This is an optimization exercise on Yosys and OpenROAD, whose aim is small area, a short achievable clock period and few clock cycles, not a production implementation.
RTL that was checked went through simulation tests only; none was proved equivalent to the original.
No driver is modelled on the clock port, so clock power and skew are understated where the tree is cut down; a real chip needs a root buffer or a tree.
Power figures rest on the tool's default switching activity, not on a simulated workload.

Setup of v7:
==> module Conv, before the edit <==
module Conv(
    input clk,
    input rst,
    input in_st,
    input [7:0] din,
    output reg [15:0] dout,
    output reg out_st
);
reg [7:0] pix [0:15];
reg [9:0] upart, vreg, va;
reg [11:0] hpart;
reg [10:0] r_sr [0:9];
wire [11:0] hfull = hpart + {2'b00, vreg};
wire [10:0] hsum = hfull[11:1];
reg [6:0] cnt;
integer i;
always @(posedge clk) begin
    pix[0] <= din;
    for (i = 1; i < 16; i = i + 1)
        pix[i] <= pix[i-1];
    upart <= {1'b0, pix[7], 1'b0} + {2'b00, pix[15]};
    vreg <= upart + {2'b00, pix[0]};
    va <= vreg;
    hpart <= {1'b0, vreg, 1'b0} + {2'b00, va};
    r_sr[0] <= hsum;
    for (i = 1; i < 10; i = i + 1)
        r_sr[i] <= r_sr[i-1];
end
reg [10:0] rsel;
always @(*) begin
    if (cnt >= 7'd31 && cnt < 7'd37)      rsel = r_sr[9];
    else if (cnt >= 7'd37 && cnt < 7'd43) rsel = r_sr[7];
    else if (cnt >= 7'd43 && cnt < 7'd49) rsel = r_sr[5];
    else if (cnt >= 7'd49 && cnt < 7'd55) rsel = r_sr[3];
    else if (cnt >= 7'd55 && cnt < 7'd61) rsel = r_sr[1];
    else                                   rsel = hsum;
end
always @(posedge clk) begin
    dout <= {5'b00000, rsel};
end
always @(posedge clk) begin
    if (rst) begin
        cnt <= 7'd0;
        out_st <= 1'b0;
    end
    else begin
        if (in_st)
            cnt <= 7'd1;
        else if (cnt != 7'd0)
            cnt <= cnt + 7'd1;
        out_st <= (cnt == 7'd30);
    end
end
endmodule
export LEC_CHECK = 0
export ABC_AREA = 1
export CAP_MARGIN = 20
export CORE_MARGIN = 2
export CORE_UTILIZATION = 40
export SETUP_SLACK_MARGIN = 4.0
export SLEW_MARGIN = 20
create_clock -name core_clock -period 6.0 [get_ports {clk}]
standard.sh (not shown) runs the stock make flow with config.mk's settings and CLKGATE_MAP_FILE= SYNTH_SCRIPT=/design/flow/synth_recipe.tcl, a recipe that flattens the netlist after the stock synthesis.
==> flow/flow/run.sh <==
#!/bin/bash
# Standard ORFS layout, except that the clock tree is built by flow/mantree.tcl
# (four root buffers, each driving four leaf buffers) instead of ORFS's CTS,
# and synthesis leaves adders to ABC instead of mapping them to full-adder cells.
set -euo pipefail
HERE=$(cd "$(dirname "${BASH_SOURCE[0]}")" && pwd)
export PRE_CTS_TCL=$HERE/pre_cts.tcl
export MT_NX=4 MT_NY=4 MT_NROOT=4 MT_LEAF=sky130_fd_sc_hd__clkbuf_8 MT_ROOT=sky130_fd_sc_hd__clkbuf_8
bash standard.sh finish ADDER_MAP_FILE= > orfs_flow.log 2>&1
Other scripts of this flow, unchanged in this note and not shown: flow/flow/mantree.tcl, flow/flow/pre_cts.tcl
Testbench counts of v7, summed over its fixed seeds: cycles 6,264.
[inputs] v18 vs v7
--- a/flow/design.v
+++ b/flow/design.v
@@ -10,20 +10,44 @@
 reg [7:0] pix [0:15];
 reg [9:0] upart, vreg, va;
 reg [11:0] hpart;
 reg [10:0] r_sr [0:9];
-wire [11:0] hfull = hpart + {2'b00, vreg};
+wire [12:0] hfull = add12(hpart, {2'b00, vreg});
 wire [10:0] hsum = hfull[11:1];
 reg [6:0] cnt;
 integer i;
+function [12:0] add12;
+    input [11:0] a;
+    input [11:0] b;
+    integer i, k;
+    reg [2:0] s0, s1;
+    reg k0, k1, c, p;
+    begin
+        c = 1'b0;
+        for (k = 0; k < 4; k = k + 1) begin
+            k0 = 1'b0;
+            k1 = 1'b1;
+            for (i = 0; i < 3; i = i + 1) begin
+                p = a[3*k+i] ^ b[3*k+i];
+                s0[i] = p ^ k0;
+                s1[i] = p ^ k1;
+                k0 = (a[3*k+i] & b[3*k+i]) | (k0 & p);
+                k1 = (a[3*k+i] & b[3*k+i]) | (k1 & p);
+            end
+            add12[3*k +: 3] = c ? s1 : s0;
+            c = c ? k1 : k0;
+        end
+        add12[12] = c;
+    end
+endfunction
 always @(posedge clk) begin
     pix[0] <= din;
     for (i = 1; i < 16; i = i + 1)
         pix[i] <= pix[i-1];
-    upart <= {1'b0, pix[7], 1'b0} + {2'b00, pix[15]};
-    vreg <= upart + {2'b00, pix[0]};
+    upart <= add12({3'b000, pix[7], 1'b0}, {4'b0000, pix[15]});
+    vreg <= add12({2'b00, upart}, {4'b0000, pix[0]});
     va <= vreg;
-    hpart <= {1'b0, vreg, 1'b0} + {2'b00, va};
+    hpart <= add12({1'b0, vreg, 1'b0}, {2'b00, va});
     r_sr[0] <= hsum;
     for (i = 1; i < 10; i = i + 1)
         r_sr[i] <= r_sr[i-1];
 end
Results
v18 | status: complete | timing, DRC, antenna: pass
Of v18 and v7, the lower switching part of the total power belongs to v18.
For the total power divided by cell area, v18 came in about 3.6% higher than v7 did.
Floorplan check, v18 vs v7: die outline smaller in v18
[compare] base=v7 new=v18: average size of a mapped cell increased about 13%; placeable core region went down by about 7%; share of total power in combinational logic was more or less identical; number of distinct library cells after synthesis has decreased.
When the final numbers for v18 and v7 were put side by side, the adder and majority cell fraction of the synthesized area turned out to be smaller in v7.
v18 ends up with a number of logic inverters in the finished layout that is 39 lower than in v7.
Compared with v7, v18 shows clock network fraction of design power lower by 0.5 points.
Only the layout flow was run in v18; the RTL was not checked for function there. In every run of this note, the design's own scripts or RTL, not TritonCTS, make the clock network.

---

Another version of the RTL of Conv (not shown whole).
For scale: about 630 cells after synthesis, about 310 flip-flops, roughly 28 I/O pins, about 8400 sq um of cells after synthesis.
==> module Conv, before the edit <==
module Conv(
    input clk,
    input rst,
    input in_st,
    input [7:0] din,
    output reg [15:0] dout,
    output reg out_st
);
reg [7:0] pix [0:15];
reg [9:0] upart, vreg, va;
reg [11:0] hpart;
reg [10:0] r_sr [0:10];
reg [6:0] cnt;
integer i;
always @(posedge clk) begin
    pix[0] <= din;
    for (i = 1; i < 16; i = i + 1)
        pix[i] <= pix[i-1];
    upart <= {1'b0, pix[7], 1'b0} + {2'b00, pix[15]};
    vreg <= upart + {2'b00, pix[0]};
    va <= vreg;
    hpart <= {1'b0, vreg, 1'b0} + {2'b00, va};
    r_sr[0] <= (hpart + {2'b00, vreg}) >> 1;
    for (i = 1; i < 11; i = i + 1)
        r_sr[i] <= r_sr[i-1];
end
reg [10:0] rsel;
always @(*) begin
    if (cnt >= 7'd32 && cnt < 7'd38)      rsel = r_sr[10];
    else if (cnt >= 7'd38 && cnt < 7'd44) rsel = r_sr[8];
    else if (cnt >= 7'd44 && cnt < 7'd50) rsel = r_sr[6];
    else if (cnt >= 7'd50 && cnt < 7'd56) rsel = r_sr[4];
    else if (cnt >= 7'd56 && cnt < 7'd62) rsel = r_sr[2];
    else                                   rsel = r_sr[0];
end
always @(posedge clk) begin
    dout <= {5'b00000, rsel};
end
always @(posedge clk) begin
    if (rst) begin
        cnt <= 7'd0;
        out_st <= 1'b0;
    end
    else begin
        if (in_st)
            cnt <= 7'd1;
        else if (cnt != 7'd0)
            cnt <= cnt + 7'd1;
        out_st <= (cnt == 7'd31);
    end
end
endmodule
export LEC_CHECK = 0
export CAP_MARGIN = 20
export CORE_MARGIN = 2
export CORE_UTILIZATION = 40
export SETUP_SLACK_MARGIN = 4.0
export SLEW_MARGIN = 20
create_clock -name core_clock -period 6.0 [get_ports {clk}]
Scripts as last shown in full above: flow/flow/run.sh
Other scripts of this flow, unchanged in this note and not shown: flow/flow/mantree.tcl, flow/flow/pre_cts.tcl
Next try:
==> flow/design.v (replaced) <==
`timescale 1ps/1ps
module Conv(
    input clk,
    input rst,
    input in_st,
    input [7:0] din,
    output reg [15:0] dout,
    output reg out_st
);
reg [7:0] pix [0:15];
reg [9:0] upart, vreg, va;
reg [11:0] hpart;
reg [10:0] r_sr [0:9];
wire [11:0] hfull = hpart + {2'b00, vreg};
wire [10:0] hsum = hfull[11:1];
reg [6:0] cnt;
integer i;
always @(posedge clk) begin
    pix[0] <= din;
    for (i = 1; i < 16; i = i + 1)
        pix[i] <= pix[i-1];
    upart <= {1'b0, pix[7], 1'b0} + {2'b00, pix[15]};
    vreg <= upart + {2'b00, pix[0]};
    va <= vreg;
    hpart <= {1'b0, vreg, 1'b0} + {2'b00, va};
    r_sr[0] <= hsum;
    for (i = 1; i < 10; i = i + 1)
        r_sr[i] <= r_sr[i-1];
end
reg [10:0] rsel;
always @(*) begin
    if (cnt >= 7'd31 && cnt < 7'd37)      rsel = r_sr[9];
    else if (cnt >= 7'd37 && cnt < 7'd43) rsel = r_sr[7];
    else if (cnt >= 7'd43 && cnt < 7'd49) rsel = r_sr[5];
    else if (cnt >= 7'd49 && cnt < 7'd55) rsel = r_sr[3];
    else if (cnt >= 7'd55 && cnt < 7'd61) rsel = r_sr[1];
    else                                   rsel = hsum;
end
always @(posedge clk) begin
    dout <= {5'b00000, rsel};
end
always @(posedge clk) begin
    if (rst) begin
        cnt <= 7'd0;
        out_st <= 1'b0;
    end
    else begin
        if (in_st)
            cnt <= 7'd1;
        else if (cnt != 7'd0)
            cnt <= cnt + 7'd1;
        out_st <= (cnt == 7'd30);
    end
end
endmodule
Effect: Clock power is lower by about 1%. Combinational power rose by 64%. Power came out higher by 9.4%. Sequential power drops by about 3%. Clock skew climbs by 0.0032 ns.
Testbench counts after the change, summed over its fixed seeds: cycles 6,264.
Only the layout flow was run in the first run of this note; the RTL was not checked for function there. No run of this note takes its clock network from TritonCTS; it comes from the design's own scripts or RTL.

---

== lane 1 ==
Another version of the RTL of Conv (not shown whole).
For scale: about 640 cells after synthesis, roughly 300 flip-flops.
==> module Conv, before the edit <==
module Conv(
    input clk,
    input rst,
    input in_st,
    input [7:0] din,
    output reg [15:0] dout,
    output reg out_st
);
reg [7:0] pix [0:15];
reg [9:0] upart, vreg, va;
reg [11:0] hpart;
reg [10:0] r_sr [0:9];
wire [12:0] hfull = add12(hpart, {2'b00, vreg});
wire [10:0] hsum = hfull[11:1];
reg [6:0] cnt;
integer i;
function [12:0] add12;
    input [11:0] a;
    input [11:0] b;
    integer i, k;
    reg [3:0] s0, s1;
    reg k0, k1, c, p;
    begin
        c = 1'b0;
        for (k = 0; k < 3; k = k + 1) begin
            k0 = 1'b0;
            k1 = 1'b1;
            for (i = 0; i < 4; i = i + 1) begin
                p = a[4*k+i] ^ b[4*k+i];
                s0[i] = p ^ k0;
                s1[i] = p ^ k1;
                k0 = (a[4*k+i] & b[4*k+i]) | (k0 & p);
                k1 = (a[4*k+i] & b[4*k+i]) | (k1 & p);
            end
            add12[4*k +: 4] = c ? s1 : s0;
            c = c ? k1 : k0;
        end
        add12[12] = c;
    end
endfunction
always @(posedge clk) begin
    pix[0] <= din;
    for (i = 1; i < 16; i = i + 1)
        pix[i] <= pix[i-1];
    upart <= add12({3'b000, pix[7], 1'b0}, {4'b0000, pix[15]});
    vreg <= add12({2'b00, upart}, {4'b0000, pix[0]});
    va <= vreg;
    hpart <= add12({1'b0, vreg, 1'b0}, {2'b00, va});
    r_sr[0] <= hsum;
    for (i = 1; i < 10; i = i + 1)
        r_sr[i] <= r_sr[i-1];
end
wire row5 = (cnt < 7'd31) || (cnt >= 7'd61);
wire s0 = (cnt < 7'd37);
wire s1 = !s0 && (cnt < 7'd43);
wire s2 = (cnt >= 7'd43) && (cnt < 7'd49);
wire s3 = (cnt >= 7'd49) && (cnt < 7'd55);
wire s4 = (cnt >= 7'd55);
wire [10:0] rdel = ({11{s0}} & r_sr[9]) | ({11{s1}} & r_sr[7]) | ({11{s2}} & r_sr[5])
                 | ({11{s3}} & r_sr[3]) | ({11{s4}} & r_sr[1]);
wire [10:0] rsel = row5 ? hsum : rdel;
always @(posedge clk) begin
    dout <= {5'b00000, rsel};
end
always @(posedge clk) begin
    if (rst) begin
        cnt <= 7'd0;
        out_st <= 1'b0;
    end
    else begin
        if (in_st)
            cnt <= 7'd1;
        else if (cnt != 7'd0)
            cnt <= cnt + 7'd1;
        out_st <= (cnt == 7'd30);
    end
end
endmodule
Settings: LEC_CHECK=0, ABC_AREA=1, CAP_MARGIN=20, CORE_MARGIN=2, CORE_UTILIZATION=65, GPL_ROUTABILITY_DRIVEN=0, GPL_TIMING_DRIVEN=0, SETUP_SLACK_MARGIN=4.0, SLEW_MARGIN=20; clock period 6.0 ns.
==> flow/flow/run.sh <==
#!/bin/bash
# Standard ORFS layout with these changes:
#  - the clock tree is built by flow/mantree.tcl (four root buffers, each
#    driving four leaf buffers) instead of ORFS's CTS;
#  - synthesis leaves adders to ABC instead of mapping them to full-adder cells;
#  - every input and output port gets a buf_2 buffer (instead of the slow
#    delay buffer buffer_ports picks by default); timing repair may resize it.
set -euo pipefail
HERE=$(cd "$(dirname "${BASH_SOURCE[0]}")" && pwd)
export PRE_CTS_TCL=$HERE/pre_cts.tcl
export MT_NX=4 MT_NY=4 MT_NROOT=4 MT_LEAF=sky130_fd_sc_hd__clkbuf_8 MT_ROOT=sky130_fd_sc_hd__clkbuf_8
bash standard.sh finish ADDER_MAP_FILE= \
  "BUFFER_PORTS_ARGS=-buffer_cell sky130_fd_sc_hd__buf_2" > orfs_flow.log 2>&1
Other scripts of this flow, unchanged in this note and not shown: flow/flow/mantree.tcl, flow/flow/pre_cts.tcl
Testbench counts of lane 1, summed over its fixed seeds: cycles 6,264.
The inputs of lane 2 differ from those of lane 1 as listed below.
==> flow/design.v, changed modules only <==
module Conv(
    input clk,
    input rst,
    input in_st,
    input [7:0] din,
    output reg [15:0] dout,
    output reg out_st
);
reg [7:0] pix [0:15];
reg [9:0] upart, vreg, va;
reg [10:0] hpart;
reg hodd;
reg [10:0] r_sr [0:9];
wire [12:0] hfull = add12({1'b0, hpart}, {3'b000, vreg[9:1]}, hodd & vreg[0]);
wire [10:0] hsum = hfull[10:0];
reg [6:0] cnt;
integer i;
function [12:0] add12;
    input [11:0] a;
    input [11:0] b;
    input ci;
    integer i, k;
    reg [3:0] s0, s1;
    reg k0, k1, c, p;
    begin
        c = ci;
        for (k = 0; k < 3; k = k + 1) begin
            k0 = 1'b0;
            k1 = 1'b1;
            for (i = 0; i < 4; i = i + 1) begin
                p = a[4*k+i] ^ b[4*k+i];
                s0[i] = p ^ k0;
                s1[i] = p ^ k1;
                k0 = (a[4*k+i] & b[4*k+i]) | (k0 & p);
                k1 = (a[4*k+i] & b[4*k+i]) | (k1 & p);
            end
            add12[4*k +: 4] = c ? s1 : s0;
            c = c ? k1 : k0;
        end
        add12[12] = c;
    end
endfunction
always @(posedge clk) begin
    pix[0] <= din;
    for (i = 1; i < 16; i = i + 1)
        pix[i] <= pix[i-1];
    upart <= add12({3'b000, pix[7], 1'b0}, {4'b0000, pix[15]}, 1'b0);
    vreg <= add12({2'b00, upart}, {4'b0000, pix[0]}, 1'b0);
    va <= vreg;
    hpart <= add12({2'b00, vreg}, {3'b000, va[9:1]}, 1'b0);
    hodd <= va[0];
    r_sr[0] <= hsum;
    for (i = 1; i < 10; i = i + 1)
        r_sr[i] <= r_sr[i-1];
end
wire row5 = (cnt < 7'd31) || (cnt >= 7'd61);
wire s0 = (cnt < 7'd37);
wire s1 = !s0 && (cnt < 7'd43);
wire s2 = (cnt >= 7'd43) && (cnt < 7'd49);
wire s3 = (cnt >= 7'd49) && (cnt < 7'd55);
wire s4 = (cnt >= 7'd55);
wire [10:0] rdel = ({11{s0}} & r_sr[9]) | ({11{s1}} & r_sr[7]) | ({11{s2}} & r_sr[5])
                 | ({11{s3}} & r_sr[3]) | ({11{s4}} & r_sr[1]);
wire [10:0] rsel = row5 ? hsum : rdel;
always @(posedge clk) begin
    dout <= {5'b00000, rsel};
end
always @(posedge clk) begin
    if (rst) begin
        cnt <= 7'd0;
        out_st <= 1'b0;
    end
    else begin
        if (in_st)
            cnt <= 7'd1;
        else if (cnt != 7'd0)
            cnt <= cnt + 7'd1;
        out_st <= (cnt == 7'd30);
    end
end
endmodule
Notes after the runs:
Die area (lane 2 vs. lane 1) decreases slightly
Worst setup path endpoint: dout[3] -> lane 2, dout[6] -> lane 1
Lane 1 → lane 2: maximum achievable frequency has remained practically unchanged, wire length of the first global-routing pass has increased, final total power has remained practically unchanged, minimum clock period has increased, number of vias in the routed layout has decreased.
Diff lane 1 -> lane 2 | via count of the first global-routing pass | increase of 4.4%
Only the layout flow was run in lane 2; the RTL was not checked for function there. In every run of this note, the design's own scripts or RTL, not TritonCTS, make the clock network.

## separate check: timing with driven ports
The results above use ideal ports. As a check the final layouts listed here were re-extracted and re-timed, cells and wires unchanged.
Step 1 (the two cells are an assumption about what drives the block):
set clk [get_ports {clk}]
set_driving_cell -lib_cell sky130_fd_sc_hd__clkbuf_16 $clk
set_driving_cell -lib_cell sky130_fd_sc_hd__buf_2 [delete_from_list [all_inputs] $clk]
Step 2 moves the port delays by t, midway between the first and last clock arrival at a register: inputs arrive t later, outputs are due t later. That takes back most of the time a late clock gives input paths.
Slacks: ideal / step 1 / step 2; pairs: ideal / step 1.
run	t (ns)	setup slack, ns	clock arrival spread, ns
v7	0.380	4.041 / 3.978 / 3.727	0.029 / 0.029
v18	0.373	3.899 / 3.899 / 3.702	0.021 / 0.021
the first run of note 2	0.380	4.022 / 3.958 / 3.781	0.022 / 0.022
the second run of note 2	0.378	3.809 / 3.809 / 3.699	0.019 / 0.018
lane 1	0.370	4.033 / 3.974 / 3.954	0.020 / 0.019
lane 2	0.368	4.028 / 3.970 / 3.976	0.021 / 0.021
After both steps setup and hold are still met in every run listed. For v7, which loses most, drivers alone change the setup slack by -0.063 ns; drivers and shift together by -0.314 ns.
